From an optimization exercise on the open Yosys and OpenROAD flow, aimed at small area, a short achievable clock period and few clock cycles per item; shortcuts taken in it are not production practice. The RTL was checked by simulation tests, not by an equivalence proof against the original design.

==> garnet: inputs <==
==> flow/design.v (excerpt) <==
module accelerator (
    input  logic clk, rst,
    input  logic signed [31:0] a0,
    input  logic signed [31:0] a1,
    input  logic signed [31:0] a2,
    input  logic signed [31:0] a3,
    input  logic signed [31:0] a4,
    input  logic signed [31:0] a5,
    input  logic signed [31:0] a6,
    input  logic signed [31:0] a7,
    input  logic signed [31:0] b0,
    input  logic signed [31:0] b1,
    input  logic signed [31:0] b2,
    input  logic signed [31:0] b3,
    input  logic signed [31:0] b4,
    input  logic signed [31:0] b5,
    input  logic signed [31:0] b6,
    input  logic signed [31:0] b7,
    input  logic start,
    output logic done,
    output logic signed [63:0] result
);
==> flow/config.mk <==
export PLATFORM = sky130hd
export DESIGN_NAME = accelerator
export DESIGN_NICKNAME = accelerator
export VERILOG_FILES = /design/flow/design.v
export SDC_FILE = /design/flow/constraint.sdc
export NUM_CORES = 4
export LEC_CHECK = 0
export CAP_MARGIN = 20
export CORE_MARGIN = 2
export CORE_UTILIZATION = 40
export SLEW_MARGIN = 20
==> flow/constraint.sdc <==
create_clock -name core_clock -period 12.0 [get_ports {clk}]
set_input_delay 2.4000 -clock core_clock [delete_from_list [all_inputs] [get_ports {clk}]]
set_output_delay 2.4000 -clock core_clock [all_outputs]
set_load 0.01 [all_outputs]
standard.sh (not shown) runs the stock make flow with config.mk's settings and CLKGATE_MAP_FILE= SYNTH_SCRIPT=/design/flow/synth_recipe.tcl, a recipe that flattens the netlist after the stock synthesis.
==> flow/flow/run.sh <==
#!/bin/bash
set -euo pipefail
MARGIN=${MARGIN:-7.5}
R=orfs/results/sky130hd/accelerator/base
bash standard.sh synth > synth.log 2>&1
cp $R/1_2_yosys.v polfix_in.v
python3 flow/polfix.py polfix_in.v $R/1_2_yosys.v > polfix.log 2>&1
bash standard.sh synth > synth2.log 2>&1
bash standard.sh "BUFFER_PORTS_ARGS=-buffer_cell sky130_fd_sc_hd__buf_1" \
    "CTS_BUF_LIST=sky130_fd_sc_hd__clkbuf_4 sky130_fd_sc_hd__clkbuf_8" \
    SETUP_SLACK_MARGIN=$MARGIN finish > layout.log 2>&1
Other scripts of this flow, unchanged in this note and not shown: flow/flow/polfix.py
==> inputs of cedar, as changes to garnet <==
--- a/flow/flow/run.sh
+++ b/flow/flow/run.sh
@@ -9,3 +9,2 @@
 bash standard.sh "BUFFER_PORTS_ARGS=-buffer_cell sky130_fd_sc_hd__buf_1" \
-    "CTS_BUF_LIST=sky130_fd_sc_hd__clkbuf_4 sky130_fd_sc_hd__clkbuf_8" \
     SETUP_SLACK_MARGIN=$MARGIN finish > layout.log 2>&1
--- a/flow/config.mk
+++ b/flow/config.mk
@@ -7,2 +7,3 @@
 export LEC_CHECK = 0
+export ABC_AREA = 1
 export CAP_MARGIN = 20
==> inputs of amber, as changes to garnet <==
--- a/flow/flow/run.sh
+++ b/flow/flow/run.sh
@@ -2,3 +2,3 @@
 set -euo pipefail
-MARGIN=${MARGIN:-7.5}
+MARGIN=${MARGIN:-7.7}
 R=orfs/results/sky130hd/accelerator/base
@@ -9,3 +9,2 @@
 bash standard.sh "BUFFER_PORTS_ARGS=-buffer_cell sky130_fd_sc_hd__buf_1" \
-    "CTS_BUF_LIST=sky130_fd_sc_hd__clkbuf_4 sky130_fd_sc_hd__clkbuf_8" \
     SETUP_SLACK_MARGIN=$MARGIN finish > layout.log 2>&1
==> summary.md <==
| Metric | Value |
|---|---|
| R2R cell count | `10` |
| # clk buffers | `51` |
| Largest net degree at the start of global routing | `69` |
| CP delay by family, top | `simple AND/OR/NAND/NOR gates` |
| WL met3 | `16.5 mm` |
| Average via count per standard cell | `6.03` |
| Critical path startpoint | `start` |
| Multi-In Gates | `2660` |
| Status | `no timing/DRC/antenna violations` |
| Nonclk inv count | `255` |
the above is filed under cedar

==> summary.md <==
| Metric | Value |
|---|---|
| Status | `no timing/DRC/antenna violations` |
| Drc violations | `0` |
| # clk buffers | `83` |
| Average via count per standard cell | `6.20` |
| Largest net degree at the start of global routing | `72` |
| R2R cell count | `9` |
| Nonclk inv count | `73` |
| Multi-In Gates | `2455` |
| CP delay by family, top | `adder cells` |
| Critical path startpoint | `opA[29]` |
the above is filed under garnet

==> summary.md <==
| Metric | Value |
|---|---|
| # clk buffers | `50` |
| CP delay by family, top | `adder cells` |
| Final Cell Area | `39700 um^2` |
| Nonclk inv count | `73` |
| Largest net degree at the start of global routing | `75` |
| Non-CTS buffers | `716` |
| Min-Delay Path Class | `flop to flop` |
| Multi-In Gates | `2455` |
| R2R cell count | `9` |
| Total of max-cap violations | `0` |
| Critical path startpoint | `opA[20]` |
| Final Critical Period | `4.35 ns` |
| Status | `no timing/DRC/antenna violations` |
the above is filed under amber

Testbench counts of garnet, summed over its fixed seeds: cycles 10,552, items 960.
Testbench counts of cedar, summed over its fixed seeds: cycles 10,552, items 960.
Testbench counts of amber, summed over its fixed seeds: cycles 10,552, items 960.

==> what the ideal ports hide <==
The results above use ideal ports. As a check the final layouts listed here were re-extracted and re-timed, cells and wires unchanged. Step 1 assumes that a clkbuf_16 drives the clock port and a buf_2 every other input. Step 2 adds t to the input delays and takes it off the output delays; t is the mean of the earliest and latest rising clock arrival at the registers after step 1. Input paths then give back, and output paths get back, about the clock's delay inside the block. Three values: ideal ports, drivers, drivers and shift; two values: the first two.
run	t (ns)	setup slack, ns	clock arrival spread, ns	slew at the worst register clock pin (ns)
garnet	0.734	7.517 / 7.517 / 6.945	0.060 / 0.060	0.07 / 0.07
cedar	0.629	7.536 / 7.502 / 6.872	0.026 / 0.027	0.07 / 0.07
amber	0.645	7.655 / 7.655 / 7.222	0.029 / 0.029	0.07 / 0.07
After both steps setup and hold are still met in every run listed. The setup slack of cedar, which loses most, moves by -0.034 ns with the drivers and by -0.664 ns with both steps.
